From an optimization exercise on the open Yosys and OpenROAD flow, aimed at small area and a short achievable clock period; shortcuts taken in it are not production practice.
Function was not checked in any run shown here: the RTL went through the layout flow alone.
No activity file was given, so power comes from the tool's default toggle rates.

==> design/flow/design.v <==
module CPU(clock,reset,MemData,MemOut,rd,wr,PC,IR,MBR,AC,MAR,SR);
input clock;
input reset;
input signed [15:0] MemData;
output reg signed [15:0] MemOut;
output reg [10:0] PC,MAR;
output reg signed [15:0] IR,MBR;
output signed [15:0] AC;
output reg wr,rd;
output [3:0] SR;    
reg [2:0] state;
reg signed [15:0] ACr;      
reg [3:0] SRr;
reg accSel;                 
wire [3:0] op = IR[15:12];
wire       m  = IR[11];
wire        ld   = (op == 4'h1);
wire        sub  = (op == 4'h4);
wire        ls   = ld | (op == 4'h3) | sub;   
wire        mul  = (op == 4'h5);
wire        dv   = (op == 4'h6);
wire        sa   = ACr[15];
wire [15:0] lorA;
assign lorA[0] = 1'b0;
genvar ga;
generate
  for (ga = 1; ga < 16; ga = ga + 1) begin : la
    assign lorA[ga] = |ACr[ga-1:0];
  end
endgenerate
wire [15:0] absa = {16{dv}} & (ACr ^ ({16{sa}} & lorA));
reg  [15:0] absAr;
always @(posedge clock) absAr <= absa;
wire [15:0] d1, B1c;
wire        cin1;
wire [4:0] s3_r, s3_q;
cpu_s3 u_s3(.MemData(MemData), .IRlo(IR[11:0]), .dv(dv), .sub(sub), .absAr(absAr),
            .ACr(ACr), .d1(d1), .cin1(cin1), .B1c(B1c), .r_out(s3_r), .q_out(s3_q));
reg [15:0] B1r;
reg        cinr, d1s;
always @(posedge clock)
  if (state == 3'd3) begin
    B1r <= B1c; cinr <= cin1; d1s <= d1[15];
  end
reg [4:0] p1r, p1q;
always @(posedge clock) begin
  p1r <= s3_r;
  p1q <= s3_q;
end
wire [13:0] s4_r;
wire [8:0] s4_q;
cpu_s4 u_s4(.p1r(p1r), .absAr(absAr), .ACr(ACr), .B1r(B1r), .cinr(cinr), .dv(dv),
            .r_out(s4_r), .q_out(s4_q));
reg [13:0] p2r;
reg [13:0] p2q;
always @(posedge clock) begin
  p2r <= s4_r;
  p2q <= {p1q, s4_q};
end
wire [15:0] res;
wire [3:0]  resf;
cpu_s0 u_s0(.p2r(p2r), .p2q(p2q), .absAr(absAr), .ACr(ACr), .SRr(SRr), .accSel(accSel),
            .B1r(B1r), .cinr(cinr), .d1s(d1s), .dv(dv), .mul(mul), .ls(ls), .ld(ld), .sub(sub),
            .res(res), .resf(resf), .AC(AC), .SR(SR));
always @(posedge clock) begin
  if (reset) begin
    PC <= 0; MAR <= 0; IR <= 0; MBR <= 0; ACr <= 0; MemOut <= 0; SRr <= 0;
    rd <= 1; wr <= 0;
    accSel <= 0;
    state <= 0;
  end else
  case (state)
  0: begin
    rd <= 1; wr <= 0;
    MAR <= PC;
    if (accSel) begin
      ACr <= res;
      SRr <= resf;
    end
    accSel <= 0;
    state <= 1;
  end
  1: begin
    rd <= 1; wr <= 0;
    IR <= MemData;
    PC <= PC + 1'b1;
    state <= 2;
  end
  2: begin
    if (m) MAR <= IR[10:0];
    state <= 3;
  end
  3: begin
    state <= 4;
    case (op)
      4'h1, 4'h3, 4'h4, 4'h5, 4'h6: MBR <= d1;
      4'h2: begin MBR <= ACr; rd <= 0; wr <= 1; end
      4'h7: begin PC <= MAR; state <= 0; end
      4'h8: if (SRr[3]) begin PC <= MAR; state <= 0; end
      default: ;
    endcase
  end
  4: begin
    state <= 0;
    case (op)
      4'h2: MemOut <= MBR;
      4'h1, 4'h3, 4'h4, 4'h5, 4'h6: accSel <= 1'b1;
      default: ;
    endcase
  end
  default: state <= 0;
  endcase
end
endmodule
module cpu_s3(input [15:0] MemData, input [11:0] IRlo, input dv, input sub,
              input [15:0] absAr, input [15:0] ACr,
              output [15:0] d1, output cin1, output [15:0] B1c,
              output [4:0] r_out, output [4:0] q_out);
assign d1   = IRlo[11] ? MemData : {5'b0, IRlo[10:0]};    
assign cin1 = (dv & ~d1[15]) | sub;
assign B1c  = d1 ^ {16{cin1}};
wire w1 = absAr[15] & B1c[0];
wire w2 = absAr[15] | B1c[0];
wire w3 = w1 | (w2 & cin1);
wire w4 = w2 & 1'b0;
wire w5 = w3 & (&B1c[15:1]);
wire w6 = dv ? w5 : ACr[15];
wire [0:0] r7;
assign r7[0] = w6 ? (absAr[15] ^ (B1c[0] ^ cin1)) : absAr[15];
wire w8 = absAr[14] & B1c[0];
wire w9 = absAr[14] | B1c[0];
wire w10 = r7[0] & B1c[1];
wire w11 = r7[0] | B1c[1];
wire w12 = w8 | (w9 & cin1);
wire w13 = w9 & 1'b0;
wire w14 = w10 | (w11 & w12);
wire w15 = w11 & w13;
wire w16 = w14 & (&B1c[15:2]);
wire w17 = dv ? w16 : ACr[14];
wire [1:0] r18;
assign r18[0] = w17 ? (absAr[14] ^ (B1c[0] ^ cin1)) : absAr[14];
assign r18[1] = w17 ? (r7[0] ^ (B1c[1] ^ w12)) : r7[0];
wire w19 = absAr[13] & B1c[0];
wire w20 = absAr[13] | B1c[0];
wire w21 = r18[0] & B1c[1];
wire w22 = r18[0] | B1c[1];
wire w23 = r18[1] & B1c[2];
wire w24 = r18[1] | B1c[2];
wire w25 = w19 | (w20 & cin1);
wire w26 = w20 & 1'b0;
wire w27 = w23 | (w24 & w21);
wire w28 = w24 & w22;
wire w29 = w21 | (w22 & w25);
wire w30 = w22 & w26;
wire w31 = w27 | (w28 & w25);
wire w32 = w28 & w26;
wire w33 = w31 & (&B1c[15:3]);
wire w34 = dv ? w33 : ACr[13];
wire [2:0] r35;
assign r35[0] = w34 ? (absAr[13] ^ (B1c[0] ^ cin1)) : absAr[13];
assign r35[1] = w34 ? (r18[0] ^ (B1c[1] ^ w25)) : r18[0];
assign r35[2] = w34 ? (r18[1] ^ (B1c[2] ^ w29)) : r18[1];
wire w36 = absAr[12] & B1c[0];
wire w37 = absAr[12] | B1c[0];
wire w38 = r35[0] & B1c[1];
wire w39 = r35[0] | B1c[1];
wire w40 = r35[1] & B1c[2];
wire w41 = r35[1] | B1c[2];
wire w42 = r35[2] & B1c[3];
wire w43 = r35[2] | B1c[3];
wire w44 = w36 | (w37 & cin1);
wire w45 = w37 & 1'b0;
wire w46 = w40 | (w41 & w38);
wire w47 = w41 & w39;
wire w48 = w38 | (w39 & w44);
wire w49 = w39 & w45;
wire w50 = w46 | (w47 & w44);
wire w51 = w47 & w45;
wire w52 = w42 | (w43 & w50);
wire w53 = w43 & w51;
wire w54 = w52 & (&B1c[15:4]);
wire w55 = dv ? w54 : ACr[12];
wire [3:0] r56;
assign r56[0] = w55 ? (absAr[12] ^ (B1c[0] ^ cin1)) : absAr[12];
assign r56[1] = w55 ? (r35[0] ^ (B1c[1] ^ w44)) : r35[0];
assign r56[2] = w55 ? (r35[1] ^ (B1c[2] ^ w48)) : r35[1];
assign r56[3] = w55 ? (r35[2] ^ (B1c[3] ^ w50)) : r35[2];
wire w57 = absAr[11] & B1c[0];
wire w58 = absAr[11] | B1c[0];
wire w59 = r56[0] & B1c[1];
wire w60 = r56[0] | B1c[1];
wire w61 = r56[1] & B1c[2];
wire w62 = r56[1] | B1c[2];
wire w63 = r56[2] & B1c[3];
wire w64 = r56[2] | B1c[3];
wire w65 = r56[3] & B1c[4];
wire w66 = r56[3] | B1c[4];
wire w67 = w57 | (w58 & cin1);
wire w68 = w58 & 1'b0;
wire w69 = w61 | (w62 & w59);
wire w70 = w62 & w60;
wire w71 = w65 | (w66 & w63);
wire w72 = w66 & w64;
wire w73 = w59 | (w60 & w67);
wire w74 = w60 & w68;
wire w75 = w69 | (w70 & w67);
wire w76 = w70 & w68;
wire w77 = w63 | (w64 & w75);
wire w78 = w64 & w76;
wire w79 = w71 | (w72 & w75);
wire w80 = w72 & w76;
wire w81 = w79 & (&B1c[15:5]);
wire w82 = dv ? w81 : ACr[11];
wire [4:0] r83;
assign r83[0] = w82 ? (absAr[11] ^ (B1c[0] ^ cin1)) : absAr[11];
assign r83[1] = w82 ? (r56[0] ^ (B1c[1] ^ w67)) : r56[0];
assign r83[2] = w82 ? (r56[1] ^ (B1c[2] ^ w73)) : r56[1];
assign r83[3] = w82 ? (r56[2] ^ (B1c[3] ^ w75)) : r56[2];
assign r83[4] = w82 ? (r56[3] ^ (B1c[4] ^ w77)) : r56[3];
assign r_out = r83;
assign q_out = {w5, w16, w33, w54, w81};
endmodule
module cpu_s4(input [4:0] p1r, input [15:0] absAr, input [15:0] ACr,
              input [15:0] B1r, input cinr, input dv,
              output [13:0] r_out, output [8:0] q_out);
wire w84 = absAr[10] & B1r[0];
wire w85 = absAr[10] | B1r[0];
wire w86 = p1r[0] & B1r[1];
wire w87 = p1r[0] | B1r[1];
wire w88 = p1r[1] & B1r[2];
wire w89 = p1r[1] | B1r[2];
wire w90 = p1r[2] & B1r[3];
wire w91 = p1r[2] | B1r[3];
wire w92 = p1r[3] & B1r[4];
wire w93 = p1r[3] | B1r[4];
wire w94 = p1r[4] & B1r[5];
wire w95 = p1r[4] | B1r[5];
wire w96 = w84 | (w85 & cinr);
wire w97 = w85 & 1'b0;
wire w98 = w88 | (w89 & w86);
wire w99 = w89 & w87;
wire w100 = w92 | (w93 & w90);
wire w101 = w93 & w91;
wire w102 = w86 | (w87 & w96);
wire w103 = w87 & w97;
wire w104 = w98 | (w99 & w96);
wire w105 = w99 & w97;
wire w106 = w94 | (w95 & w100);
wire w107 = w95 & w101;
wire w108 = w90 | (w91 & w104);
wire w109 = w91 & w105;
wire w110 = w100 | (w101 & w104);
wire w111 = w101 & w105;
wire w112 = w106 | (w107 & w104);
wire w113 = w107 & w105;
wire w114 = w112 & (&B1r[15:6]);
wire w115 = dv ? w114 : ACr[10];
wire [5:0] r116;
assign r116[0] = w115 ? (absAr[10] ^ (B1r[0] ^ cinr)) : absAr[10];
assign r116[1] = w115 ? (p1r[0] ^ (B1r[1] ^ w96)) : p1r[0];
assign r116[2] = w115 ? (p1r[1] ^ (B1r[2] ^ w102)) : p1r[1];
assign r116[3] = w115 ? (p1r[2] ^ (B1r[3] ^ w104)) : p1r[2];
assign r116[4] = w115 ? (p1r[3] ^ (B1r[4] ^ w108)) : p1r[3];
assign r116[5] = w115 ? (p1r[4] ^ (B1r[5] ^ w110)) : p1r[4];
wire w117 = absAr[9] & B1r[0];
wire w118 = absAr[9] | B1r[0];
wire w119 = r116[0] & B1r[1];
wire w120 = r116[0] | B1r[1];
wire w121 = r116[1] & B1r[2];
wire w122 = r116[1] | B1r[2];
wire w123 = r116[2] & B1r[3];
wire w124 = r116[2] | B1r[3];
wire w125 = r116[3] & B1r[4];
wire w126 = r116[3] | B1r[4];
wire w127 = r116[4] & B1r[5];
wire w128 = r116[4] | B1r[5];
wire w129 = r116[5] & B1r[6];
wire w130 = r116[5] | B1r[6];
wire w131 = w117 | (w118 & cinr);
wire w132 = w118 & 1'b0;
wire w133 = w121 | (w122 & w119);
wire w134 = w122 & w120;
wire w135 = w125 | (w126 & w123);
wire w136 = w126 & w124;
wire w137 = w129 | (w130 & w127);
wire w138 = w130 & w128;
wire w139 = w119 | (w120 & w131);
wire w140 = w120 & w132;
wire w141 = w133 | (w134 & w131);
wire w142 = w134 & w132;
wire w143 = w127 | (w128 & w135);
wire w144 = w128 & w136;
wire w145 = w137 | (w138 & w135);
wire w146 = w138 & w136;
wire w147 = w123 | (w124 & w141);
wire w148 = w124 & w142;
wire w149 = w135 | (w136 & w141);
wire w150 = w136 & w142;
wire w151 = w143 | (w144 & w141);
wire w152 = w144 & w142;
wire w153 = w145 | (w146 & w141);
wire w154 = w146 & w142;
wire w155 = w153 & (&B1r[15:7]);
wire w156 = dv ? w155 : ACr[9];
wire [6:0] r157;
assign r157[0] = w156 ? (absAr[9] ^ (B1r[0] ^ cinr)) : absAr[9];
assign r157[1] = w156 ? (r116[0] ^ (B1r[1] ^ w131)) : r116[0];
assign r157[2] = w156 ? (r116[1] ^ (B1r[2] ^ w139)) : r116[1];
assign r157[3] = w156 ? (r116[2] ^ (B1r[3] ^ w141)) : r116[2];
assign r157[4] = w156 ? (r116[3] ^ (B1r[4] ^ w147)) : r116[3];
assign r157[5] = w156 ? (r116[4] ^ (B1r[5] ^ w149)) : r116[4];
assign r157[6] = w156 ? (r116[5] ^ (B1r[6] ^ w151)) : r116[5];
wire w158 = absAr[8] & B1r[0];
wire w159 = absAr[8] | B1r[0];
wire w160 = r157[0] & B1r[1];
wire w161 = r157[0] | B1r[1];
wire w162 = r157[1] & B1r[2];
wire w163 = r157[1] | B1r[2];
wire w164 = r157[2] & B1r[3];
wire w165 = r157[2] | B1r[3];
wire w166 = r157[3] & B1r[4];
wire w167 = r157[3] | B1r[4];
wire w168 = r157[4] & B1r[5];
wire w169 = r157[4] | B1r[5];
wire w170 = r157[5] & B1r[6];
wire w171 = r157[5] | B1r[6];
wire w172 = r157[6] & B1r[7];
wire w173 = r157[6] | B1r[7];
wire w174 = w158 | (w159 & cinr);
wire w175 = w159 & 1'b0;
wire w176 = w162 | (w163 & w160);
wire w177 = w163 & w161;
wire w178 = w166 | (w167 & w164);
wire w179 = w167 & w165;
wire w180 = w170 | (w171 & w168);
wire w181 = w171 & w169;
wire w182 = w160 | (w161 & w174);
wire w183 = w161 & w175;
wire w184 = w176 | (w177 & w174);
wire w185 = w177 & w175;
wire w186 = w168 | (w169 & w178);
wire w187 = w169 & w179;
wire w188 = w180 | (w181 & w178);
wire w189 = w181 & w179;
wire w190 = w164 | (w165 & w184);
wire w191 = w165 & w185;
wire w192 = w178 | (w179 & w184);
wire w193 = w179 & w185;
wire w194 = w186 | (w187 & w184);
wire w195 = w187 & w185;
wire w196 = w188 | (w189 & w184);
wire w197 = w189 & w185;
wire w198 = w172 | (w173 & w196);
wire w199 = w173 & w197;
wire w200 = w198 & (&B1r[15:8]);
wire w201 = dv ? w200 : ACr[8];
wire [7:0] r202;
assign r202[0] = w201 ? (absAr[8] ^ (B1r[0] ^ cinr)) : absAr[8];
assign r202[1] = w201 ? (r157[0] ^ (B1r[1] ^ w174)) : r157[0];
assign r202[2] = w201 ? (r157[1] ^ (B1r[2] ^ w182)) : r157[1];
assign r202[3] = w201 ? (r157[2] ^ (B1r[3] ^ w184)) : r157[2];
assign r202[4] = w201 ? (r157[3] ^ (B1r[4] ^ w190)) : r157[3];
assign r202[5] = w201 ? (r157[4] ^ (B1r[5] ^ w192)) : r157[4];
assign r202[6] = w201 ? (r157[5] ^ (B1r[6] ^ w194)) : r157[5];
assign r202[7] = w201 ? (r157[6] ^ (B1r[7] ^ w196)) : r157[6];
wire w203 = absAr[7] & B1r[0];
wire w204 = absAr[7] | B1r[0];
wire w205 = r202[0] & B1r[1];
wire w206 = r202[0] | B1r[1];
wire w207 = r202[1] & B1r[2];
wire w208 = r202[1] | B1r[2];
wire w209 = r202[2] & B1r[3];
wire w210 = r202[2] | B1r[3];
wire w211 = r202[3] & B1r[4];
wire w212 = r202[3] | B1r[4];
wire w213 = r202[4] & B1r[5];
wire w214 = r202[4] | B1r[5];
wire w215 = r202[5] & B1r[6];
wire w216 = r202[5] | B1r[6];
wire w217 = r202[6] & B1r[7];
wire w218 = r202[6] | B1r[7];
wire w219 = r202[7] & B1r[8];
wire w220 = r202[7] | B1r[8];
wire w221 = w203 | (w204 & cinr);
wire w222 = w204 & 1'b0;
wire w223 = w207 | (w208 & w205);
wire w224 = w208 & w206;
wire w225 = w211 | (w212 & w209);
wire w226 = w212 & w210;
wire w227 = w215 | (w216 & w213);
wire w228 = w216 & w214;
wire w229 = w219 | (w220 & w217);
wire w230 = w220 & w218;
wire w231 = w205 | (w206 & w221);
wire w232 = w206 & w222;
wire w233 = w223 | (w224 & w221);
wire w234 = w224 & w222;
wire w235 = w213 | (w214 & w225);
wire w236 = w214 & w226;
wire w237 = w227 | (w228 & w225);
wire w238 = w228 & w226;
wire w239 = w209 | (w210 & w233);
wire w240 = w210 & w234;
wire w241 = w225 | (w226 & w233);
wire w242 = w226 & w234;
wire w243 = w235 | (w236 & w233);
wire w244 = w236 & w234;
wire w245 = w237 | (w238 & w233);
wire w246 = w238 & w234;
wire w247 = w217 | (w218 & w245);
wire w248 = w218 & w246;
wire w249 = w229 | (w230 & w245);
wire w250 = w230 & w246;
wire w251 = w249 & (&B1r[15:9]);
wire w252 = dv ? w251 : ACr[7];
wire [8:0] r253;
assign r253[0] = w252 ? (absAr[7] ^ (B1r[0] ^ cinr)) : absAr[7];
assign r253[1] = w252 ? (r202[0] ^ (B1r[1] ^ w221)) : r202[0];
assign r253[2] = w252 ? (r202[1] ^ (B1r[2] ^ w231)) : r202[1];
assign r253[3] = w252 ? (r202[2] ^ (B1r[3] ^ w233)) : r202[2];
assign r253[4] = w252 ? (r202[3] ^ (B1r[4] ^ w239)) : r202[3];
assign r253[5] = w252 ? (r202[4] ^ (B1r[5] ^ w241)) : r202[4];
assign r253[6] = w252 ? (r202[5] ^ (B1r[6] ^ w243)) : r202[5];
assign r253[7] = w252 ? (r202[6] ^ (B1r[7] ^ w245)) : r202[6];
assign r253[8] = w252 ? (r202[7] ^ (B1r[8] ^ w247)) : r202[7];
wire w254 = absAr[6] & B1r[0];
wire w255 = absAr[6] | B1r[0];
wire w256 = r253[0] & B1r[1];
wire w257 = r253[0] | B1r[1];
wire w258 = r253[1] & B1r[2];
wire w259 = r253[1] | B1r[2];
wire w260 = r253[2] & B1r[3];
wire w261 = r253[2] | B1r[3];
wire w262 = r253[3] & B1r[4];
wire w263 = r253[3] | B1r[4];
wire w264 = r253[4] & B1r[5];
wire w265 = r253[4] | B1r[5];
wire w266 = r253[5] & B1r[6];
wire w267 = r253[5] | B1r[6];
wire w268 = r253[6] & B1r[7];
wire w269 = r253[6] | B1r[7];
wire w270 = r253[7] & B1r[8];
wire w271 = r253[7] | B1r[8];
wire w272 = r253[8] & B1r[9];
wire w273 = r253[8] | B1r[9];
wire w274 = w254 | (w255 & cinr);
wire w275 = w255 & 1'b0;
wire w276 = w258 | (w259 & w256);
wire w277 = w259 & w257;
wire w278 = w262 | (w263 & w260);
wire w279 = w263 & w261;
wire w280 = w266 | (w267 & w264);
wire w281 = w267 & w265;
wire w282 = w270 | (w271 & w268);
wire w283 = w271 & w269;
wire w284 = w256 | (w257 & w274);
wire w285 = w257 & w275;
wire w286 = w276 | (w277 & w274);
wire w287 = w277 & w275;
wire w288 = w264 | (w265 & w278);
wire w289 = w265 & w279;
wire w290 = w280 | (w281 & w278);
wire w291 = w281 & w279;
wire w292 = w272 | (w273 & w282);
wire w293 = w273 & w283;
wire w294 = w260 | (w261 & w286);
wire w295 = w261 & w287;
wire w296 = w278 | (w279 & w286);
wire w297 = w279 & w287;
wire w298 = w288 | (w289 & w286);
wire w299 = w289 & w287;
wire w300 = w290 | (w291 & w286);
wire w301 = w291 & w287;
wire w302 = w268 | (w269 & w300);
wire w303 = w269 & w301;
wire w304 = w282 | (w283 & w300);
wire w305 = w283 & w301;
wire w306 = w292 | (w293 & w300);
wire w307 = w293 & w301;
wire w308 = w306 & (&B1r[15:10]);
wire w309 = dv ? w308 : ACr[6];
wire [9:0] r310;
assign r310[0] = w309 ? (absAr[6] ^ (B1r[0] ^ cinr)) : absAr[6];
assign r310[1] = w309 ? (r253[0] ^ (B1r[1] ^ w274)) : r253[0];
assign r310[2] = w309 ? (r253[1] ^ (B1r[2] ^ w284)) : r253[1];
assign r310[3] = w309 ? (r253[2] ^ (B1r[3] ^ w286)) : r253[2];
assign r310[4] = w309 ? (r253[3] ^ (B1r[4] ^ w294)) : r253[3];
assign r310[5] = w309 ? (r253[4] ^ (B1r[5] ^ w296)) : r253[4];
assign r310[6] = w309 ? (r253[5] ^ (B1r[6] ^ w298)) : r253[5];
assign r310[7] = w309 ? (r253[6] ^ (B1r[7] ^ w300)) : r253[6];
assign r310[8] = w309 ? (r253[7] ^ (B1r[8] ^ w302)) : r253[7];
assign r310[9] = w309 ? (r253[8] ^ (B1r[9] ^ w304)) : r253[8];
wire w311 = absAr[5] & B1r[0];
wire w312 = absAr[5] | B1r[0];
wire w313 = r310[0] & B1r[1];
wire w314 = r310[0] | B1r[1];
wire w315 = r310[1] & B1r[2];
wire w316 = r310[1] | B1r[2];
wire w317 = r310[2] & B1r[3];
wire w318 = r310[2] | B1r[3];
wire w319 = r310[3] & B1r[4];
wire w320 = r310[3] | B1r[4];
wire w321 = r310[4] & B1r[5];
wire w322 = r310[4] | B1r[5];
wire w323 = r310[5] & B1r[6];
wire w324 = r310[5] | B1r[6];
wire w325 = r310[6] & B1r[7];
wire w326 = r310[6] | B1r[7];
wire w327 = r310[7] & B1r[8];
wire w328 = r310[7] | B1r[8];
wire w329 = r310[8] & B1r[9];
wire w330 = r310[8] | B1r[9];
wire w331 = r310[9] & B1r[10];
wire w332 = r310[9] | B1r[10];
wire w333 = w311 | (w312 & cinr);
wire w334 = w312 & 1'b0;
wire w335 = w315 | (w316 & w313);
wire w336 = w316 & w314;
wire w337 = w319 | (w320 & w317);
wire w338 = w320 & w318;
wire w339 = w323 | (w324 & w321);
wire w340 = w324 & w322;
wire w341 = w327 | (w328 & w325);
wire w342 = w328 & w326;
wire w343 = w331 | (w332 & w329);
wire w344 = w332 & w330;
wire w345 = w313 | (w314 & w333);
wire w346 = w314 & w334;
wire w347 = w335 | (w336 & w333);
wire w348 = w336 & w334;
wire w349 = w321 | (w322 & w337);
wire w350 = w322 & w338;
wire w351 = w339 | (w340 & w337);
wire w352 = w340 & w338;
wire w353 = w329 | (w330 & w341);
wire w354 = w330 & w342;
wire w355 = w343 | (w344 & w341);
wire w356 = w344 & w342;
wire w357 = w317 | (w318 & w347);
wire w358 = w318 & w348;
wire w359 = w337 | (w338 & w347);
wire w360 = w338 & w348;
wire w361 = w349 | (w350 & w347);
wire w362 = w350 & w348;
wire w363 = w351 | (w352 & w347);
wire w364 = w352 & w348;
wire w365 = w325 | (w326 & w363);
wire w366 = w326 & w364;
wire w367 = w341 | (w342 & w363);
wire w368 = w342 & w364;
wire w369 = w353 | (w354 & w363);
wire w370 = w354 & w364;
wire w371 = w355 | (w356 & w363);
wire w372 = w356 & w364;
wire w373 = w371 & (&B1r[15:11]);
wire w374 = dv ? w373 : ACr[5];
wire [10:0] r375;
assign r375[0] = w374 ? (absAr[5] ^ (B1r[0] ^ cinr)) : absAr[5];
assign r375[1] = w374 ? (r310[0] ^ (B1r[1] ^ w333)) : r310[0];
assign r375[2] = w374 ? (r310[1] ^ (B1r[2] ^ w345)) : r310[1];
assign r375[3] = w374 ? (r310[2] ^ (B1r[3] ^ w347)) : r310[2];
assign r375[4] = w374 ? (r310[3] ^ (B1r[4] ^ w357)) : r310[3];
assign r375[5] = w374 ? (r310[4] ^ (B1r[5] ^ w359)) : r310[4];
assign r375[6] = w374 ? (r310[5] ^ (B1r[6] ^ w361)) : r310[5];
assign r375[7] = w374 ? (r310[6] ^ (B1r[7] ^ w363)) : r310[6];
assign r375[8] = w374 ? (r310[7] ^ (B1r[8] ^ w365)) : r310[7];
assign r375[9] = w374 ? (r310[8] ^ (B1r[9] ^ w367)) : r310[8];
assign r375[10] = w374 ? (r310[9] ^ (B1r[10] ^ w369)) : r310[9];
wire w376 = absAr[4] & B1r[0];
wire w377 = absAr[4] | B1r[0];
wire w378 = r375[0] & B1r[1];
wire w379 = r375[0] | B1r[1];
wire w380 = r375[1] & B1r[2];
wire w381 = r375[1] | B1r[2];
wire w382 = r375[2] & B1r[3];
wire w383 = r375[2] | B1r[3];
wire w384 = r375[3] & B1r[4];
wire w385 = r375[3] | B1r[4];
wire w386 = r375[4] & B1r[5];
wire w387 = r375[4] | B1r[5];
wire w388 = r375[5] & B1r[6];
wire w389 = r375[5] | B1r[6];
wire w390 = r375[6] & B1r[7];
wire w391 = r375[6] | B1r[7];
wire w392 = r375[7] & B1r[8];
wire w393 = r375[7] | B1r[8];
wire w394 = r375[8] & B1r[9];
wire w395 = r375[8] | B1r[9];
wire w396 = r375[9] & B1r[10];
wire w397 = r375[9] | B1r[10];
wire w398 = r375[10] & B1r[11];
wire w399 = r375[10] | B1r[11];
wire w400 = w376 | (w377 & cinr);
wire w401 = w377 & 1'b0;
wire w402 = w380 | (w381 & w378);
wire w403 = w381 & w379;
wire w404 = w384 | (w385 & w382);
wire w405 = w385 & w383;
wire w406 = w388 | (w389 & w386);
wire w407 = w389 & w387;
wire w408 = w392 | (w393 & w390);
wire w409 = w393 & w391;
wire w410 = w396 | (w397 & w394);
wire w411 = w397 & w395;
wire w412 = w378 | (w379 & w400);
wire w413 = w379 & w401;
wire w414 = w402 | (w403 & w400);
wire w415 = w403 & w401;
wire w416 = w386 | (w387 & w404);
wire w417 = w387 & w405;
wire w418 = w406 | (w407 & w404);
wire w419 = w407 & w405;
wire w420 = w394 | (w395 & w408);
wire w421 = w395 & w409;
wire w422 = w410 | (w411 & w408);
wire w423 = w411 & w409;
wire w424 = w382 | (w383 & w414);
wire w425 = w383 & w415;
wire w426 = w404 | (w405 & w414);
wire w427 = w405 & w415;
wire w428 = w416 | (w417 & w414);
wire w429 = w417 & w415;
wire w430 = w418 | (w419 & w414);
wire w431 = w419 & w415;
wire w432 = w398 | (w399 & w422);
wire w433 = w399 & w423;
wire w434 = w390 | (w391 & w430);
wire w435 = w391 & w431;
wire w436 = w408 | (w409 & w430);
wire w437 = w409 & w431;
wire w438 = w420 | (w421 & w430);
wire w439 = w421 & w431;
wire w440 = w422 | (w423 & w430);
wire w441 = w423 & w431;
wire w442 = w432 | (w433 & w430);
wire w443 = w433 & w431;
wire w444 = w442 & (&B1r[15:12]);
wire w445 = dv ? w444 : ACr[4];
wire [11:0] r446;
assign r446[0] = w445 ? (absAr[4] ^ (B1r[0] ^ cinr)) : absAr[4];
assign r446[1] = w445 ? (r375[0] ^ (B1r[1] ^ w400)) : r375[0];
assign r446[2] = w445 ? (r375[1] ^ (B1r[2] ^ w412)) : r375[1];
assign r446[3] = w445 ? (r375[2] ^ (B1r[3] ^ w414)) : r375[2];
assign r446[4] = w445 ? (r375[3] ^ (B1r[4] ^ w424)) : r375[3];
assign r446[5] = w445 ? (r375[4] ^ (B1r[5] ^ w426)) : r375[4];
assign r446[6] = w445 ? (r375[5] ^ (B1r[6] ^ w428)) : r375[5];
assign r446[7] = w445 ? (r375[6] ^ (B1r[7] ^ w430)) : r375[6];
assign r446[8] = w445 ? (r375[7] ^ (B1r[8] ^ w434)) : r375[7];
assign r446[9] = w445 ? (r375[8] ^ (B1r[9] ^ w436)) : r375[8];
assign r446[10] = w445 ? (r375[9] ^ (B1r[10] ^ w438)) : r375[9];
assign r446[11] = w445 ? (r375[10] ^ (B1r[11] ^ w440)) : r375[10];
wire w447 = absAr[3] & B1r[0];
wire w448 = absAr[3] | B1r[0];
wire w449 = r446[0] & B1r[1];
wire w450 = r446[0] | B1r[1];
wire w451 = r446[1] & B1r[2];
wire w452 = r446[1] | B1r[2];
wire w453 = r446[2] & B1r[3];
wire w454 = r446[2] | B1r[3];
wire w455 = r446[3] & B1r[4];
wire w456 = r446[3] | B1r[4];
wire w457 = r446[4] & B1r[5];
wire w458 = r446[4] | B1r[5];
wire w459 = r446[5] & B1r[6];
wire w460 = r446[5] | B1r[6];
wire w461 = r446[6] & B1r[7];
wire w462 = r446[6] | B1r[7];
wire w463 = r446[7] & B1r[8];
wire w464 = r446[7] | B1r[8];
wire w465 = r446[8] & B1r[9];
wire w466 = r446[8] | B1r[9];
wire w467 = r446[9] & B1r[10];
wire w468 = r446[9] | B1r[10];
wire w469 = r446[10] & B1r[11];
wire w470 = r446[10] | B1r[11];
wire w471 = r446[11] & B1r[12];
wire w472 = r446[11] | B1r[12];
wire w473 = w447 | (w448 & cinr);
wire w474 = w448 & 1'b0;
wire w475 = w451 | (w452 & w449);
wire w476 = w452 & w450;
wire w477 = w455 | (w456 & w453);
wire w478 = w456 & w454;
wire w479 = w459 | (w460 & w457);
wire w480 = w460 & w458;
wire w481 = w463 | (w464 & w461);
wire w482 = w464 & w462;
wire w483 = w467 | (w468 & w465);
wire w484 = w468 & w466;
wire w485 = w471 | (w472 & w469);
wire w486 = w472 & w470;
wire w487 = w449 | (w450 & w473);
wire w488 = w450 & w474;
wire w489 = w475 | (w476 & w473);
wire w490 = w476 & w474;
wire w491 = w457 | (w458 & w477);
wire w492 = w458 & w478;
wire w493 = w479 | (w480 & w477);
wire w494 = w480 & w478;
wire w495 = w465 | (w466 & w481);
wire w496 = w466 & w482;
wire w497 = w483 | (w484 & w481);
wire w498 = w484 & w482;
wire w499 = w453 | (w454 & w489);
wire w500 = w454 & w490;
wire w501 = w477 | (w478 & w489);
wire w502 = w478 & w490;
wire w503 = w491 | (w492 & w489);
wire w504 = w492 & w490;
wire w505 = w493 | (w494 & w489);
wire w506 = w494 & w490;
wire w507 = w469 | (w470 & w497);
wire w508 = w470 & w498;
wire w509 = w485 | (w486 & w497);
wire w510 = w486 & w498;
wire w511 = w461 | (w462 & w505);
wire w512 = w462 & w506;
wire w513 = w481 | (w482 & w505);
wire w514 = w482 & w506;
wire w515 = w495 | (w496 & w505);
wire w516 = w496 & w506;
wire w517 = w497 | (w498 & w505);
wire w518 = w498 & w506;
wire w519 = w507 | (w508 & w505);
wire w520 = w508 & w506;
wire w521 = w509 | (w510 & w505);
wire w522 = w510 & w506;
wire w523 = w521 & (&B1r[15:13]);
wire w524 = dv ? w523 : ACr[3];
wire [12:0] r525;
assign r525[0] = w524 ? (absAr[3] ^ (B1r[0] ^ cinr)) : absAr[3];
assign r525[1] = w524 ? (r446[0] ^ (B1r[1] ^ w473)) : r446[0];
assign r525[2] = w524 ? (r446[1] ^ (B1r[2] ^ w487)) : r446[1];
assign r525[3] = w524 ? (r446[2] ^ (B1r[3] ^ w489)) : r446[2];
assign r525[4] = w524 ? (r446[3] ^ (B1r[4] ^ w499)) : r446[3];
assign r525[5] = w524 ? (r446[4] ^ (B1r[5] ^ w501)) : r446[4];
assign r525[6] = w524 ? (r446[5] ^ (B1r[6] ^ w503)) : r446[5];
assign r525[7] = w524 ? (r446[6] ^ (B1r[7] ^ w505)) : r446[6];
assign r525[8] = w524 ? (r446[7] ^ (B1r[8] ^ w511)) : r446[7];
assign r525[9] = w524 ? (r446[8] ^ (B1r[9] ^ w513)) : r446[8];
assign r525[10] = w524 ? (r446[9] ^ (B1r[10] ^ w515)) : r446[9];
assign r525[11] = w524 ? (r446[10] ^ (B1r[11] ^ w517)) : r446[10];
assign r525[12] = w524 ? (r446[11] ^ (B1r[12] ^ w519)) : r446[11];
wire w526 = absAr[2] & B1r[0];
wire w527 = absAr[2] | B1r[0];
wire w528 = r525[0] & B1r[1];
wire w529 = r525[0] | B1r[1];
wire w530 = r525[1] & B1r[2];
wire w531 = r525[1] | B1r[2];
wire w532 = r525[2] & B1r[3];
wire w533 = r525[2] | B1r[3];
wire w534 = r525[3] & B1r[4];
wire w535 = r525[3] | B1r[4];
wire w536 = r525[4] & B1r[5];
wire w537 = r525[4] | B1r[5];
wire w538 = r525[5] & B1r[6];
wire w539 = r525[5] | B1r[6];
wire w540 = r525[6] & B1r[7];
wire w541 = r525[6] | B1r[7];
wire w542 = r525[7] & B1r[8];
wire w543 = r525[7] | B1r[8];
wire w544 = r525[8] & B1r[9];
wire w545 = r525[8] | B1r[9];
wire w546 = r525[9] & B1r[10];
wire w547 = r525[9] | B1r[10];
wire w548 = r525[10] & B1r[11];
wire w549 = r525[10] | B1r[11];
wire w550 = r525[11] & B1r[12];
wire w551 = r525[11] | B1r[12];
wire w552 = r525[12] & B1r[13];
wire w553 = r525[12] | B1r[13];
wire w554 = w526 | (w527 & cinr);
wire w555 = w527 & 1'b0;
wire w556 = w530 | (w531 & w528);
wire w557 = w531 & w529;
wire w558 = w534 | (w535 & w532);
wire w559 = w535 & w533;
wire w560 = w538 | (w539 & w536);
wire w561 = w539 & w537;
wire w562 = w542 | (w543 & w540);
wire w563 = w543 & w541;
wire w564 = w546 | (w547 & w544);
wire w565 = w547 & w545;
wire w566 = w550 | (w551 & w548);
wire w567 = w551 & w549;
wire w568 = w528 | (w529 & w554);
wire w569 = w529 & w555;
wire w570 = w556 | (w557 & w554);
wire w571 = w557 & w555;
wire w572 = w536 | (w537 & w558);
wire w573 = w537 & w559;
wire w574 = w560 | (w561 & w558);
wire w575 = w561 & w559;
wire w576 = w544 | (w545 & w562);
wire w577 = w545 & w563;
wire w578 = w564 | (w565 & w562);
wire w579 = w565 & w563;
wire w580 = w552 | (w553 & w566);
wire w581 = w553 & w567;
wire w582 = w532 | (w533 & w570);
wire w583 = w533 & w571;
wire w584 = w558 | (w559 & w570);
wire w585 = w559 & w571;
wire w586 = w572 | (w573 & w570);
wire w587 = w573 & w571;
wire w588 = w574 | (w575 & w570);
wire w589 = w575 & w571;
wire w590 = w548 | (w549 & w578);
wire w591 = w549 & w579;
wire w592 = w566 | (w567 & w578);
wire w593 = w567 & w579;
wire w594 = w580 | (w581 & w578);
wire w595 = w581 & w579;
wire w596 = w540 | (w541 & w588);
wire w597 = w541 & w589;
wire w598 = w562 | (w563 & w588);
wire w599 = w563 & w589;
wire w600 = w576 | (w577 & w588);
wire w601 = w577 & w589;
wire w602 = w578 | (w579 & w588);
wire w603 = w579 & w589;
wire w604 = w590 | (w591 & w588);
wire w605 = w591 & w589;
wire w606 = w592 | (w593 & w588);
wire w607 = w593 & w589;
wire w608 = w594 | (w595 & w588);
wire w609 = w595 & w589;
wire w610 = w608 & (&B1r[15:14]);
wire w611 = dv ? w610 : ACr[2];
wire [13:0] r612;
assign r612[0] = w611 ? (absAr[2] ^ (B1r[0] ^ cinr)) : absAr[2];
assign r612[1] = w611 ? (r525[0] ^ (B1r[1] ^ w554)) : r525[0];
assign r612[2] = w611 ? (r525[1] ^ (B1r[2] ^ w568)) : r525[1];
assign r612[3] = w611 ? (r525[2] ^ (B1r[3] ^ w570)) : r525[2];
assign r612[4] = w611 ? (r525[3] ^ (B1r[4] ^ w582)) : r525[3];
assign r612[5] = w611 ? (r525[4] ^ (B1r[5] ^ w584)) : r525[4];
assign r612[6] = w611 ? (r525[5] ^ (B1r[6] ^ w586)) : r525[5];
assign r612[7] = w611 ? (r525[6] ^ (B1r[7] ^ w588)) : r525[6];
assign r612[8] = w611 ? (r525[7] ^ (B1r[8] ^ w596)) : r525[7];
assign r612[9] = w611 ? (r525[8] ^ (B1r[9] ^ w598)) : r525[8];
assign r612[10] = w611 ? (r525[9] ^ (B1r[10] ^ w600)) : r525[9];
assign r612[11] = w611 ? (r525[10] ^ (B1r[11] ^ w602)) : r525[10];
assign r612[12] = w611 ? (r525[11] ^ (B1r[12] ^ w604)) : r525[11];
assign r612[13] = w611 ? (r525[12] ^ (B1r[13] ^ w606)) : r525[12];
assign r_out = r612;
assign q_out = {w114, w155, w200, w251, w308, w373, w444, w523, w610};
endmodule
module cpu_s0(input [13:0] p2r, input [13:0] p2q, input [15:0] absAr,
              input [15:0] ACr, input [3:0] SRr, input accSel,
              input [15:0] B1r, input cinr, input d1s,
              input dv, input mul, input ls, input ld, input sub,
              output [15:0] res, output [3:0] resf, output [15:0] AC, output [3:0] SR);
wire w613 = absAr[1] & B1r[0];
wire w614 = absAr[1] | B1r[0];
wire w615 = p2r[0] & B1r[1];
wire w616 = p2r[0] | B1r[1];
wire w617 = p2r[1] & B1r[2];
wire w618 = p2r[1] | B1r[2];
wire w619 = p2r[2] & B1r[3];
wire w620 = p2r[2] | B1r[3];
wire w621 = p2r[3] & B1r[4];
wire w622 = p2r[3] | B1r[4];
wire w623 = p2r[4] & B1r[5];
wire w624 = p2r[4] | B1r[5];
wire w625 = p2r[5] & B1r[6];
wire w626 = p2r[5] | B1r[6];
wire w627 = p2r[6] & B1r[7];
wire w628 = p2r[6] | B1r[7];
wire w629 = p2r[7] & B1r[8];
wire w630 = p2r[7] | B1r[8];
wire w631 = p2r[8] & B1r[9];
wire w632 = p2r[8] | B1r[9];
wire w633 = p2r[9] & B1r[10];
wire w634 = p2r[9] | B1r[10];
wire w635 = p2r[10] & B1r[11];
wire w636 = p2r[10] | B1r[11];
wire w637 = p2r[11] & B1r[12];
wire w638 = p2r[11] | B1r[12];
wire w639 = p2r[12] & B1r[13];
wire w640 = p2r[12] | B1r[13];
wire w641 = p2r[13] & B1r[14];
wire w642 = p2r[13] | B1r[14];
wire w643 = w613 | (w614 & cinr);
wire w644 = w614 & 1'b0;
wire w645 = w617 | (w618 & w615);
wire w646 = w618 & w616;
wire w647 = w621 | (w622 & w619);
wire w648 = w622 & w620;
wire w649 = w625 | (w626 & w623);
wire w650 = w626 & w624;
wire w651 = w629 | (w630 & w627);
wire w652 = w630 & w628;
wire w653 = w633 | (w634 & w631);
wire w654 = w634 & w632;
wire w655 = w637 | (w638 & w635);
wire w656 = w638 & w636;
wire w657 = w641 | (w642 & w639);
wire w658 = w642 & w640;
wire w659 = w615 | (w616 & w643);
wire w660 = w616 & w644;
wire w661 = w645 | (w646 & w643);
wire w662 = w646 & w644;
wire w663 = w623 | (w624 & w647);
wire w664 = w624 & w648;
wire w665 = w649 | (w650 & w647);
wire w666 = w650 & w648;
wire w667 = w631 | (w632 & w651);
wire w668 = w632 & w652;
wire w669 = w653 | (w654 & w651);
wire w670 = w654 & w652;
wire w671 = w639 | (w640 & w655);
wire w672 = w640 & w656;
wire w673 = w657 | (w658 & w655);
wire w674 = w658 & w656;
wire w675 = w619 | (w620 & w661);
wire w676 = w620 & w662;
wire w677 = w647 | (w648 & w661);
wire w678 = w648 & w662;
wire w679 = w663 | (w664 & w661);
wire w680 = w664 & w662;
wire w681 = w665 | (w666 & w661);
wire w682 = w666 & w662;
wire w683 = w635 | (w636 & w669);
wire w684 = w636 & w670;
wire w685 = w655 | (w656 & w669);
wire w686 = w656 & w670;
wire w687 = w671 | (w672 & w669);
wire w688 = w672 & w670;
wire w689 = w673 | (w674 & w669);
wire w690 = w674 & w670;
wire w691 = w627 | (w628 & w681);
wire w692 = w628 & w682;
wire w693 = w651 | (w652 & w681);
wire w694 = w652 & w682;
wire w695 = w667 | (w668 & w681);
wire w696 = w668 & w682;
wire w697 = w669 | (w670 & w681);
wire w698 = w670 & w682;
wire w699 = w683 | (w684 & w681);
wire w700 = w684 & w682;
wire w701 = w685 | (w686 & w681);
wire w702 = w686 & w682;
wire w703 = w687 | (w688 & w681);
wire w704 = w688 & w682;
wire w705 = w689 | (w690 & w681);
wire w706 = w690 & w682;
wire w707 = w705 & (&B1r[15:15]);
wire w708 = dv ? w707 : ACr[1];
wire [14:0] r709;
assign r709[0] = w708 ? (absAr[1] ^ (B1r[0] ^ cinr)) : absAr[1];
assign r709[1] = w708 ? (p2r[0] ^ (B1r[1] ^ w643)) : p2r[0];
assign r709[2] = w708 ? (p2r[1] ^ (B1r[2] ^ w659)) : p2r[1];
assign r709[3] = w708 ? (p2r[2] ^ (B1r[3] ^ w661)) : p2r[2];
assign r709[4] = w708 ? (p2r[3] ^ (B1r[4] ^ w675)) : p2r[3];
assign r709[5] = w708 ? (p2r[4] ^ (B1r[5] ^ w677)) : p2r[4];
assign r709[6] = w708 ? (p2r[5] ^ (B1r[6] ^ w679)) : p2r[5];
assign r709[7] = w708 ? (p2r[6] ^ (B1r[7] ^ w681)) : p2r[6];
assign r709[8] = w708 ? (p2r[7] ^ (B1r[8] ^ w691)) : p2r[7];
assign r709[9] = w708 ? (p2r[8] ^ (B1r[9] ^ w693)) : p2r[8];
assign r709[10] = w708 ? (p2r[9] ^ (B1r[10] ^ w695)) : p2r[9];
assign r709[11] = w708 ? (p2r[10] ^ (B1r[11] ^ w697)) : p2r[10];
assign r709[12] = w708 ? (p2r[11] ^ (B1r[12] ^ w699)) : p2r[11];
assign r709[13] = w708 ? (p2r[12] ^ (B1r[13] ^ w701)) : p2r[12];
assign r709[14] = w708 ? (p2r[13] ^ (B1r[14] ^ w703)) : p2r[13];
wire w710 = ls ? (~ld & ACr[0]) : absAr[0];
wire w711 = ls ? (~ld & ACr[1]) : r709[0];
wire w712 = ls ? (~ld & ACr[2]) : r709[1];
wire w713 = ls ? (~ld & ACr[3]) : r709[2];
wire w714 = ls ? (~ld & ACr[4]) : r709[3];
wire w715 = ls ? (~ld & ACr[5]) : r709[4];
wire w716 = ls ? (~ld & ACr[6]) : r709[5];
wire w717 = ls ? (~ld & ACr[7]) : r709[6];
wire w718 = ls ? (~ld & ACr[8]) : r709[7];
wire w719 = ls ? (~ld & ACr[9]) : r709[8];
wire w720 = ls ? (~ld & ACr[10]) : r709[9];
wire w721 = ls ? (~ld & ACr[11]) : r709[10];
wire w722 = ls ? (~ld & ACr[12]) : r709[11];
wire w723 = ls ? (~ld & ACr[13]) : r709[12];
wire w724 = ls ? (~ld & ACr[14]) : r709[13];
wire w725 = ls ? (~ld & ACr[15]) : r709[14];
wire w726 = w710 & B1r[0];
wire w727 = w710 | B1r[0];
wire w728 = w711 & B1r[1];
wire w729 = w711 | B1r[1];
wire w730 = w712 & B1r[2];
wire w731 = w712 | B1r[2];
wire w732 = w713 & B1r[3];
wire w733 = w713 | B1r[3];
wire w734 = w714 & B1r[4];
wire w735 = w714 | B1r[4];
wire w736 = w715 & B1r[5];
wire w737 = w715 | B1r[5];
wire w738 = w716 & B1r[6];
wire w739 = w716 | B1r[6];
wire w740 = w717 & B1r[7];
wire w741 = w717 | B1r[7];
wire w742 = w718 & B1r[8];
wire w743 = w718 | B1r[8];
wire w744 = w719 & B1r[9];
wire w745 = w719 | B1r[9];
wire w746 = w720 & B1r[10];
wire w747 = w720 | B1r[10];
wire w748 = w721 & B1r[11];
wire w749 = w721 | B1r[11];
wire w750 = w722 & B1r[12];
wire w751 = w722 | B1r[12];
wire w752 = w723 & B1r[13];
wire w753 = w723 | B1r[13];
wire w754 = w724 & B1r[14];
wire w755 = w724 | B1r[14];
wire w756 = w725 & B1r[15];
wire w757 = w725 | B1r[15];
wire w758 = w726 | (w727 & cinr);
wire w759 = w727 & 1'b0;
wire w760 = w730 | (w731 & w728);
wire w761 = w731 & w729;
wire w762 = w734 | (w735 & w732);
wire w763 = w735 & w733;
wire w764 = w738 | (w739 & w736);
wire w765 = w739 & w737;
wire w766 = w742 | (w743 & w740);
wire w767 = w743 & w741;
wire w768 = w746 | (w747 & w744);
wire w769 = w747 & w745;
wire w770 = w750 | (w751 & w748);
wire w771 = w751 & w749;
wire w772 = w754 | (w755 & w752);
wire w773 = w755 & w753;
wire w774 = w728 | (w729 & w758);
wire w775 = w729 & w759;
wire w776 = w760 | (w761 & w758);
wire w777 = w761 & w759;
wire w778 = w736 | (w737 & w762);
wire w779 = w737 & w763;
wire w780 = w764 | (w765 & w762);
wire w781 = w765 & w763;
wire w782 = w744 | (w745 & w766);
wire w783 = w745 & w767;
wire w784 = w768 | (w769 & w766);
wire w785 = w769 & w767;
wire w786 = w752 | (w753 & w770);
wire w787 = w753 & w771;
wire w788 = w772 | (w773 & w770);
wire w789 = w773 & w771;
wire w790 = w732 | (w733 & w776);
wire w791 = w733 & w777;
wire w792 = w762 | (w763 & w776);
wire w793 = w763 & w777;
wire w794 = w778 | (w779 & w776);
wire w795 = w779 & w777;
wire w796 = w780 | (w781 & w776);
wire w797 = w781 & w777;
wire w798 = w748 | (w749 & w784);
wire w799 = w749 & w785;
wire w800 = w770 | (w771 & w784);
wire w801 = w771 & w785;
wire w802 = w786 | (w787 & w784);
wire w803 = w787 & w785;
wire w804 = w788 | (w789 & w784);
wire w805 = w789 & w785;
wire w806 = w740 | (w741 & w796);
wire w807 = w741 & w797;
wire w808 = w766 | (w767 & w796);
wire w809 = w767 & w797;
wire w810 = w782 | (w783 & w796);
wire w811 = w783 & w797;
wire w812 = w784 | (w785 & w796);
wire w813 = w785 & w797;
wire w814 = w798 | (w799 & w796);
wire w815 = w799 & w797;
wire w816 = w800 | (w801 & w796);
wire w817 = w801 & w797;
wire w818 = w802 | (w803 & w796);
wire w819 = w803 & w797;
wire w820 = w804 | (w805 & w796);
wire w821 = w805 & w797;
wire w822 = w756 | (w757 & w820);
wire w823 = w757 & w821;
wire w824 = w822 & 1'b1;
wire lastc = w822;     
wire w825 = dv ? w824 : (~mul | ACr[0]);
wire [15:0] r826;
assign r826[0] = w825 ? (w710 ^ (B1r[0] ^ cinr)) : w710;
assign r826[1] = w825 ? (w711 ^ (B1r[1] ^ w758)) : w711;
assign r826[2] = w825 ? (w712 ^ (B1r[2] ^ w774)) : w712;
assign r826[3] = w825 ? (w713 ^ (B1r[3] ^ w776)) : w713;
assign r826[4] = w825 ? (w714 ^ (B1r[4] ^ w790)) : w714;
assign r826[5] = w825 ? (w715 ^ (B1r[5] ^ w792)) : w715;
assign r826[6] = w825 ? (w716 ^ (B1r[6] ^ w794)) : w716;
assign r826[7] = w825 ? (w717 ^ (B1r[7] ^ w796)) : w717;
assign r826[8] = w825 ? (w718 ^ (B1r[8] ^ w806)) : w718;
assign r826[9] = w825 ? (w719 ^ (B1r[9] ^ w808)) : w719;
assign r826[10] = w825 ? (w720 ^ (B1r[10] ^ w810)) : w720;
assign r826[11] = w825 ? (w721 ^ (B1r[11] ^ w812)) : w721;
assign r826[12] = w825 ? (w722 ^ (B1r[12] ^ w814)) : w722;
assign r826[13] = w825 ? (w723 ^ (B1r[13] ^ w816)) : w723;
assign r826[14] = w825 ? (w724 ^ (B1r[14] ^ w818)) : w724;
assign r826[15] = w825 ? (w725 ^ (B1r[15] ^ w820)) : w725;
wire [15:0] qu = {p2q, w707, w824};
wire [15:0] prod = r826;             
wire        sa   = ACr[15];
wire        dz   = cinr & (&B1r);           
wire        negq = sa ^ d1s;
wire [15:0] lowor;
assign lowor[0] = 1'b0;
genvar gi;
generate
  for (gi = 1; gi < 16; gi = gi + 1) begin : lo
    assign lowor[gi] = |qu[gi-1:0];
  end
endgenerate
wire [15:0] quot  = dz ? 16'd0 : (qu ^ ({16{negq}} & lowor));
assign      res   = dv ? quot : prod;
wire        resz  = dv ? (dz | ~|qu) : ~|prod;
wire        as_   = ls & ~ld;
wire        resc  = as_ & (lastc ^ sub);
wire        resv  = as_ & (ACr[15] == B1r[15]) & (prod[15] != ACr[15]);
assign      resf  = {resz, res[15], resc, resv};
assign AC = accSel ? res : ACr;
assign SR = accSel ? resf : SRr;
endmodule
==> design/flow/flow/run.sh <==
#!/bin/bash
set -euo pipefail
MARGIN=$(python3 -c "print(round(${FLOW_PERIOD_NS} - 13, 3))")
bash standard.sh SETUP_SLACK_MARGIN=$MARGIN "BUFFER_PORTS_ARGS=-buffer_cell sky130_fd_sc_hd__buf_1" finish > standard_flow.log 2>&1
==> design/flow/standard.sh <==
#!/bin/bash
# synth_recipe.tcl (not shown) runs the flow's synth.tcl, then flattens the netlist and writes it again
# the make line also repeats each setting of config.mk as NAME=value (left out here)
make -C /OpenROAD-flow-scripts/flow DESIGN_CONFIG=/design/flow/config.mk WORK_HOME=/design/flow/orfs CLKGATE_MAP_FILE= SYNTH_SCRIPT=/design/flow/synth_recipe.tcl "${@:-finish}"
==> design/flow/config.mk <==
export PLATFORM = sky130hd
export DESIGN_NAME = CPU
export DESIGN_NICKNAME = CPU
export VERILOG_FILES = /design/flow/design.v
export SDC_FILE = /design/flow/constraint.sdc
export NUM_CORES = 4
export LEC_CHECK = 0
export ABC_AREA = 1
export CAP_MARGIN = 20
export CORE_MARGIN = 2
export CORE_UTILIZATION = 40
export SLEW_MARGIN = 20
export SYNTH_HIERARCHICAL = 1
==> design/flow/constraint.sdc <==
create_clock -name core_clock -period 32.0 [get_ports {clock}]
set_input_delay 6.4000 -clock core_clock [delete_from_list [all_inputs] [get_ports {clock}]]
set_output_delay 6.4000 -clock core_clock [all_outputs]
set_load 0.01 [all_outputs]
==> summary.txt, run 1 <==
outcome=timing/DRC/antenna clean; DP HPWL=~44,000 um; Clock Sinks=about 170; highest fanout seen on the critical path=15; yosys warns=7; nets in the synthesized netlist=between 2,000 and 3,000; antenna violations before repair=0; Synth area leaders=nand2_1 21%, dfxtp_1 18%, nand3_1 8.9%; cell seen most often among critical-path stages=nand2_1; Worst Path Required=~26,000 ps; cell type contributing the most total cell area after synthesis=nand2_1; area occupied by multi-input gates=~12,000 sq um; slowest CP cell=fa_1; type of the worst setup path=flip-flop to primary output; setup slack of the critical path after layout=19,460 ps; CTS tree=built; upper clock frequency limit=~80 MHz; setup repair after global routing missed its margin=false; final setup skew=between 10 and 15 ps; layout cells sized above 1=0.141; H-tree depth reported by CTS=4; register area share after synthesis=0.209; top_reg_cell synth=dfxtp_1; Total Routed Length=approximately 57,000 um; Total Routing Usage GR=0.254; Max-Cap Viols=0; total overflow reported by the global router=0; antenna diode instance count=0; maximum number of pins on one net before global-route repair=between 60 and 70; clock power share=0.360; Int Pwr=~0.38 mW; number of nets in the final layout=between 2,000 and 3,000; number of cells produced by synthesis=2,838; path depth of the worst reg2reg path=just under 90; final hold violation count=0; crit-path max cell delay=500 ps; clk root buf=clkbuf_16; post-synth top area share=0.213; CP Launch Point=B1r[0]; capturing instance or port of the critical path=SR[3]; clock-pin slew reported for the worst setup and hold paths after clock tree synthesis=roughly 70 ps; Die Outline Area=about 44,000 sq um; switching component of the power=between 0.2 and 0.25 mW; area growth from synthesis to layout=11.9%; fraction of met1 tracks used by global routing=0.329; layer with the highest usage=met2; max-slew headroom at the worst pin=0.317; Die Y=approximately 210 um; Post-Syn Area per Cell=just under 6 sq um; initial core utilization=0.404; clock latency on the worst-skew pair=around 460 ps; grt met2 use=0.431; Stages on worst setup path=41; Worst R2R End=p2r[8]; share of the clock period used by the worst path after layout=0.392; FF+latch count, synth=168; cell with the most instances after synthesis=nand2_1; number of slew-limit violations in the final report=0; startpoint class of the critical path=flip-flop; reg2reg start=B1r[13]; power density of the placed cells=31.3 nW/um^2; number of buffer and inverter stages on the critical path=7; power share of the combinational group=0.257; placed cell count=3,402; fraction of registers with async set or reset after synthesis=0; global routing met3 resource utilization=0.0331; endpoint arrival time on the critical path=6140 ps; count of cell types in the netlist=56; wire length per cell=between 15 and 20 um; Worst path top cell family by delay=simple AND/OR/NAND/NOR gates; cell area after synthesis=roughly 17,000 sq um; count of unresolved DRC violations after routing=0; drt pass-1 iters=8; sequential share of power=0.384; Max VDD drop=around 0.041 mV; FF/Latch Area=around 3500 sq um; post-route antenna net violation count=0; most frequent cells after synthesis=961 x nand2_1, 316 x inv_1, 302 x nand3_1; maximum root-to-sink buffer count=2; number of CTS-inserted buffers=17; fill count=around 4,500; Chip Width=210 um; leakage power figure=around 9.3 nW; sum of negative setup slack=0 ps; number of enable-type register cells in the synthesized netlist=18; via density per instance=between 5 and 6; reg-to-reg setup timing slack=between 15,000 and 20,000 ps; number of setup violations in the final report=0; GP Congestion=around 0.96; number of rows created at floorplan=75; boundary pin count=110; switching share of power=0.361; transition time of the tightest slew-check pin=1020 ps; worst slack after detailed placement=between 15,000 and 20,000 ps; number of design-rule violations left by the first detailed-router iteration=approximately 1,300; PortBufs=109; count of vias placed by the detailed router=around 18,000; Core Footprint=between 40,000 and 50,000 sq um; HP Class=flip-flop to flip-flop; minimum clock period after layout=roughly 13,000 ps; first-pass GRT wire length=slightly below 90,000 um; number of global-route vias before repair=around 17,000; filler-free cell count of the finished design=around 3,500; Crit. End Element=primary output
## layer usage
metal,wire (um),vias to the layer above
met1,25200,8537
met3,2940,104
li1,-,9184
met2,27000,535
met4,1950,0
met5,0,-
## state kept, by name, summed over array words and instances (netlist names), 3 cells and up
| register | flops |
|---|---|
| ACr | 16 |
| B1r | 16 |
| IR | 16 |
| MAR | 11 |
| MBR | 16 |
| MemOut | 16 |
| PC | 11 |
| SRr | 4 |
| absAr | 16 |
| p1q | 5 |
| p1r | 5 |
| p2q | 14 |
| p2r | 14 |
| state | 3 |
## kinds of logic (layout without fill, tap and decap cells)
kind of cell,after synthesis,in the layout,synth area share
AOI/OAI and AO/OA,341,341,0.112
xor gates and xnor gates,87,87,0.0450
adders and majority gates,40,40,0.0463
buffers and inverters,484,593,0.124
DFF,168,168,0.209
muxes,1,1,0.000592
and+or+nand+nor,1717,1721,0.463
## Yosys stat by module (local to each module, per instance)
| module | flip-flops and latches | times used |
|---|---|---|
| CPU | 168 | 1 |
| cpu_s0 | 0 | 1 |
| cpu_s3 | 0 | 1 |
| cpu_s4 | 0 | 1 |
## power by group through the flow
| stage | Clock [mW] | Sequential [mW] | Combinational [mW] |
|---|---|---|---|
| floorplan | 0 | 0.232 | 0.107 |
| global placement | 0 | 0.232 | 0.143 |
| detailed placement | 0 | 0.233 | 0.144 |
| CTS | 0.216 | 0.228 | 0.145 |
| global route | 0.224 | 0.228 | 0.169 |
| finish | 0.213 | 0.227 | 0.152 |
## metrics by stage
step                power, mW  instance area, sq um   util  hold WS, ps
global route            0.621                 18900  0.453          335
finish                  0.592                 18900  0.453          330
global placement        0.375                 17500  0.418          315
floorplan               0.339                 16900      -          310
CTS                     0.589                 18100  0.433          332
detailed placement      0.377                 17500  0.418          314
## area by class of cell
type,instances,area share
Clock inverter,14,0.00859
Tap cell,539,0.0356
Timing Repair Buffer,176,0.0534
Multi-Input combinational cell,2190,0.615
Inverter,385,0.0776
Clock buffer,18,0.0232
Sequential cell,168,0.187
## layout by cell type, fill, tap and decap left out, drive strengths merged, types with 4 or more instances in the layout
cell type	instances
nor2	242
nand3	343
a21oi	120
xor2	60
nand3b	31
o21ai	176
nor3	13
fa	38
clkinv	18
o211ai	4
dfxtp	150
clkbuf	18
buf	176
xnor2	27
nor4	4
inv	379
nand4	20
or2	15
edfxtp	18
o21bai	5
nand2	1049
a21boi	5
o22ai	21
## worst min path at each step
stage,end,slack [ps],from,cells after the start
3_3_place_gp,p2q[10],320,p1q[1],0
5_1_grt,p2q[11],330,p1q[2],0
4_1_cts,p2q[10],330,p1q[1],0
2_1_floorplan,p2q[10],310,p1q[1],0
6_report,p2q[10],330,p1q[1],0
3_5_place_dp,p2q[10],310,p1q[1],0
## what timing repair did
action,in CTS,in global routing
gates resized for setup,9,91
buffers inserted,3,49
gates cloned,0,4
endpoints found under the hold margin,0,0
pin swaps,0,16
setup endpoints to repair,33,22
hold buffers,0,0
==> run 2, diff against run 1 <==
--- a/design/flow/design.v
+++ b/design/flow/design.v
@@ -125,3 +125,3 @@
 wire w4 = w2 & 1'b0;
-wire w5 = w3 & (&B1c[15:1]);
+wire w5 = w3 & (d1[15] ? (&d1[15:1]) : ~(|d1[15:1]));
 wire w6 = dv ? w5 : ACr[15];
@@ -137,3 +137,3 @@
 wire w15 = w11 & w13;
-wire w16 = w14 & (&B1c[15:2]);
+wire w16 = w14 & (d1[15] ? (&d1[15:2]) : ~(|d1[15:2]));
 wire w17 = dv ? w16 : ACr[14];
@@ -156,3 +156,3 @@
 wire w32 = w28 & w26;
-wire w33 = w31 & (&B1c[15:3]);
+wire w33 = w31 & (d1[15] ? (&d1[15:3]) : ~(|d1[15:3]));
 wire w34 = dv ? w33 : ACr[13];
@@ -180,3 +180,3 @@
 wire w53 = w43 & w51;
-wire w54 = w52 & (&B1c[15:4]);
+wire w54 = w52 & (d1[15] ? (&d1[15:4]) : ~(|d1[15:4]));
 wire w55 = dv ? w54 : ACr[12];
@@ -211,3 +211,3 @@
 wire w80 = w72 & w76;
-wire w81 = w79 & (&B1c[15:5]);
+wire w81 = w79 & (d1[15] ? (&d1[15:5]) : ~(|d1[15:5]));
 wire w82 = dv ? w81 : ACr[11];
--- a/design/flow/config.mk
+++ b/design/flow/config.mk
@@ -11,2 +11,3 @@
 export CORE_UTILIZATION = 40
+export CTS_BUF_LIST = sky130_fd_sc_hd__clkbuf_4 sky130_fd_sc_hd__clkbuf_8
 export SLEW_MARGIN = 20
==> run 2 against run 1 <==
  * Still clean
  * Sequential power about the same
  * Sequential share of layout area increased by 0.18 points
  * Power is 7.4% lower
  * Fmax down 0.25%
  * Worst setup slack worse by 31 ps
  * Largest power group unchanged
  * Flip-flop and latch count is the same
  * Highest routed layer unchanged
  * Synthesized cell count shrank 1.8%
==> summary.txt, run 2 <==
Core Footprint=41,800 sq um; worst slack after detailed placement=between 15,000 and 20,000 ps; yosys warns=7; endpoint arrival time on the critical path=between 6000 and 7000 ps; fill count=4,490; type of the worst setup path=flip-flop to primary output; power density of the placed cells=just under 30 nW/um^2; share of the clock period used by the worst path after layout=0.393; compound-gate portion of the synthesized area=0.111; wire length per cell=16.6 um; Max-Cap Viols=0; Post-Syn Area per Cell=6.04 sq um; CTS tree=built; count of vias placed by the detailed router=18,200; number of rows created at floorplan=75; slowest CP cell=fa_1; area occupied by multi-input gates=approximately 12,000 sq um; capturing instance or port of the critical path=SR[3]; setup repair after global routing missed its margin=true; setup slack of the critical path after layout=approximately 19,000 ps; PortBufs=around 110; reg2reg start=B1r[14]; maximum number of pins on one net before global-route repair=55; top_reg_cell synth=dfxtp_1; sum of negative setup slack=0 ps; filler-free cell count of the finished design=approximately 3,400; minimum clock period after layout=approximately 13,000 ps; transition time of the tightest slew-check pin=around 960 ps; CTS Hold Buffers Added=0; Clock Sinks=around 170; cell with the most instances after synthesis=nand2_1; most frequent cells in the layout=891 x nand2_1, 294 x inv_1, 290 x nand3_1; path depth of the worst reg2reg path=a little under 90; Die Y=209 um; Design Area, Final=approximately 19,000 sq um; most frequent cells after synthesis=910 x nand2_1, 304 x nand3_1, 298 x inv_1; placed cell count=approximately 3,400; outcome=timing/DRC/antenna clean; Total Routing Usage GR=0.256; Worst Path Required=around 26,000 ps; total overflow reported by the global router=0; final setup skew=~22 ps; Adder-Cell Fraction of Synth Area=0.0477; initial core utilization=0.403; CP Launch Point=B1r[0]; register area share after synthesis=0.211; DP HPWL=about 44,000 um; drt pass-1 iters=6; clock-pin slew reported for the worst setup and hold paths after clock tree synthesis=about 100 ps; crit-path max cell delay=between 500 and 600 ps; multiplexer fraction of the synthesized cell area=0.000595; number of CTS-inserted buffers=17; boundary pin count=110; xor and xnor fraction of the mapped netlist area=0.0530; count of unresolved DRC violations after routing=0; maximum root-to-sink buffer count=2; cell area after synthesis=between 15,000 and 20,000 sq um; nets in the synthesized netlist=roughly 2,800; Chip Width=~210 um; Crit. End Element=primary output; main combinational cell family by area after synthesis=simple AND/OR/NAND/NOR gates; Max VDD drop=0.0319 mV; number of setup violations in the final report=0; via density per instance=between 5 and 6; number of enable-type register cells in the synthesized netlist=18; core occupancy in the finished layout=0.450; count of cell types in the netlist=between 60 and 70; antenna diode instance count=0; area growth from synthesis to layout=11.6%; HP Class=flip-flop to flip-flop; FF/Latch Area=3540 sq um; layout cells sized above 1=0.146; GP Congestion=between 0.9 and 1; Die Outline Area=43,700 sq um; leakage power figure=~9 nW; Synth area leaders=nand2_1 20%, dfxtp_1 18%, nand3_1 9.0%; number of global-route vias before repair=between 15,000 and 20,000; number of slew-limit violations in the final report=0; Total Routed Length=approximately 57,000 um; highest fanout seen on the critical path=14; area fraction in and, or, nand and nor cells after synthesis=0.458; clk root buf=clkbuf_8; post-route antenna net violation count=0; first-pass GRT wire length=between 80,000 and 90,000 um; antenna violations before repair=0; clock latency on the worst-skew pair=just under 500 ps; upper clock frequency limit=roughly 80 MHz; leading cell type in the layout, fill and taps excluded=nand2_1; FF+latch count, synth=around 170; number of cells produced by synthesis=2,786; number of nets in the final layout=approximately 3,000; startpoint class of the critical path=flip-flop; Worst R2R End=p2r[8]; max-slew headroom at the worst pin=0.358; reg-to-reg setup timing slack=about 20,000 ps; H-tree depth reported by CTS=4; post-synth top area share=0.203; cell type contributing the most total cell area after synthesis=nand2_1; number of design-rule violations left by the first detailed-router iteration=about 1,200; final hold violation count=0; fraction of registers with async set or reset after synthesis=0; cell seen most often among critical-path stages=nand2_1; area of placed instances=17,400 sq um
==> run 2: changes by cell type after synthesis, sizes merged, moves of 3 or more <==
cell / delta
buf: -3
o21ai: -8
xor2: +15
nand3: -4
nand2: -50
nand3b: +5
nor2: -5
or2: +5
inv: -18
==> run 2: per-layer routing <==
metal  vias to the layer above  track usage  wire length, um  share of wire
li1                       9068            -                -              -
met1                      8531        0.329            25300           0.44
met2                       532        0.447            27200           0.48
met3                        92       0.0302             2960          0.052
met4                         0       0.0796             1630          0.028
met5                         -            0                0              0
==> run 2: power breakdown <==
part           total, mW  internal [mW]  leakage, nW  switching (mW)
Sequential         0.228          0.220         1.38         0.00788
Combinational      0.151         0.0478         7.56           0.103
Clock              0.169         0.0776        0.220          0.0919
Total              0.548          0.345         9.17           0.203
==> run 2: what timing repair did <==
action | 4_1_cts | 5_1_grt
setup buffers | 3 | 49
setup endpoints to repair | 33 | 20
cloned | 0 | 10
gates resized for setup | 9 | 92
hold endpoints to repair | 0 | 0
pin swaps | 0 | 26
==> run 2: kinds of logic (layout without fill, tap and decap cells) <==
family | after synthesis | in the layout
flops | 168 | 168
compound gates | 337 | 337
mux | 1 | 1
simple gates | 1674 | 1684
buf+inv | 464 | 575
xor+xnor | 101 | 101
fa+ha+maj | 41 | 41
==> run 2: modules after synthesis, one instance, submodules excluded <==
module  cells  copies in the design  flip-flops and latches  cell area [sq um]
cpu_s0    619                     1                       0               3100
CPU       718                     1                     168               6060
cpu_s4   1155                     1                       0               5890
cpu_s3    294                     1                       0               1780
==> run 2: area by class of cell <==
| type | instances | area share |
|---|---|---|
| inverter | 367 | 0.0746 |
| clock inverter | 12 | 0.00820 |
| sequential | 168 | 0.189 |
| multi-input combinational | 2164 | 0.626 |
| timing repair buffer | 176 | 0.0524 |
| clock buffer | 20 | 0.0143 |
| tap | 539 | 0.0359 |
==> run 2: worst min path at each step <==
| stage | from | end | slack, ps | depth (start not counted) |
|---|---|---|---|---|
| floorplan | p1q[1] | p2q[10] | 310 | 0 |
| CTS | p1q[0] | p2q[9] | 340 | 0 |
| detailed placement | p1q[1] | p2q[10] | 320 | 0 |
| global route | p1q[2] | p2q[11] | 350 | 0 |
| finish | p1q[0] | p2q[9] | 340 | 0 |
| global placement | p1q[1] | p2q[10] | 310 | 0 |
==> run 2: through the flow <==
stage	hold WS, ps	power (mW)
final	337	0.548
after detailed placement	320	0.375
after global placement	313	0.374
after floorplan	310	0.338
after global routing	346	0.576
after CTS	341	0.544
==> run 2: critical path: cells and delay by family (launching register included) <==
kind | cells | cell delay [ps]
simple gates | 29 | 2780
compound gates | 2 | 210
fa+ha+maj | 3 | 1330
buf+inv | 7 | 920
flops | 1 | 430

port drivers added, routing unchanged:
The flow's constraints put no driver on any port. The routed layouts listed below were extracted and timed again, unchanged, in two steps.
Step 1, drivers: a clkbuf_16 drives clock and a buf_2 each remaining input, both assumed.
Step 2 adds t to the input delays and takes it off the output delays; t is the mean of the earliest and latest rising clock arrival at the registers after step 1. Input paths then give back, and output paths get back, about the clock's delay inside the block.
Three values: no drivers, after step 1, after step 2; two values: the first two.
run | shift t [ns] | setup slack, ns | worst hold slack (ns) | clock arrival spread, ns | pins driven straight from the clock port
run 1 | 0.506 | 19.463 / 19.407 / 19.639 | 0.330 / 0.330 / 0.330 | 0.016 / 0.017 | 1
run 2 | 0.536 | 19.432 / 19.380 / 19.626 | 0.337 / 0.337 / 0.337 | 0.022 / 0.022 | 1
After both steps setup and hold are still met in every run listed.
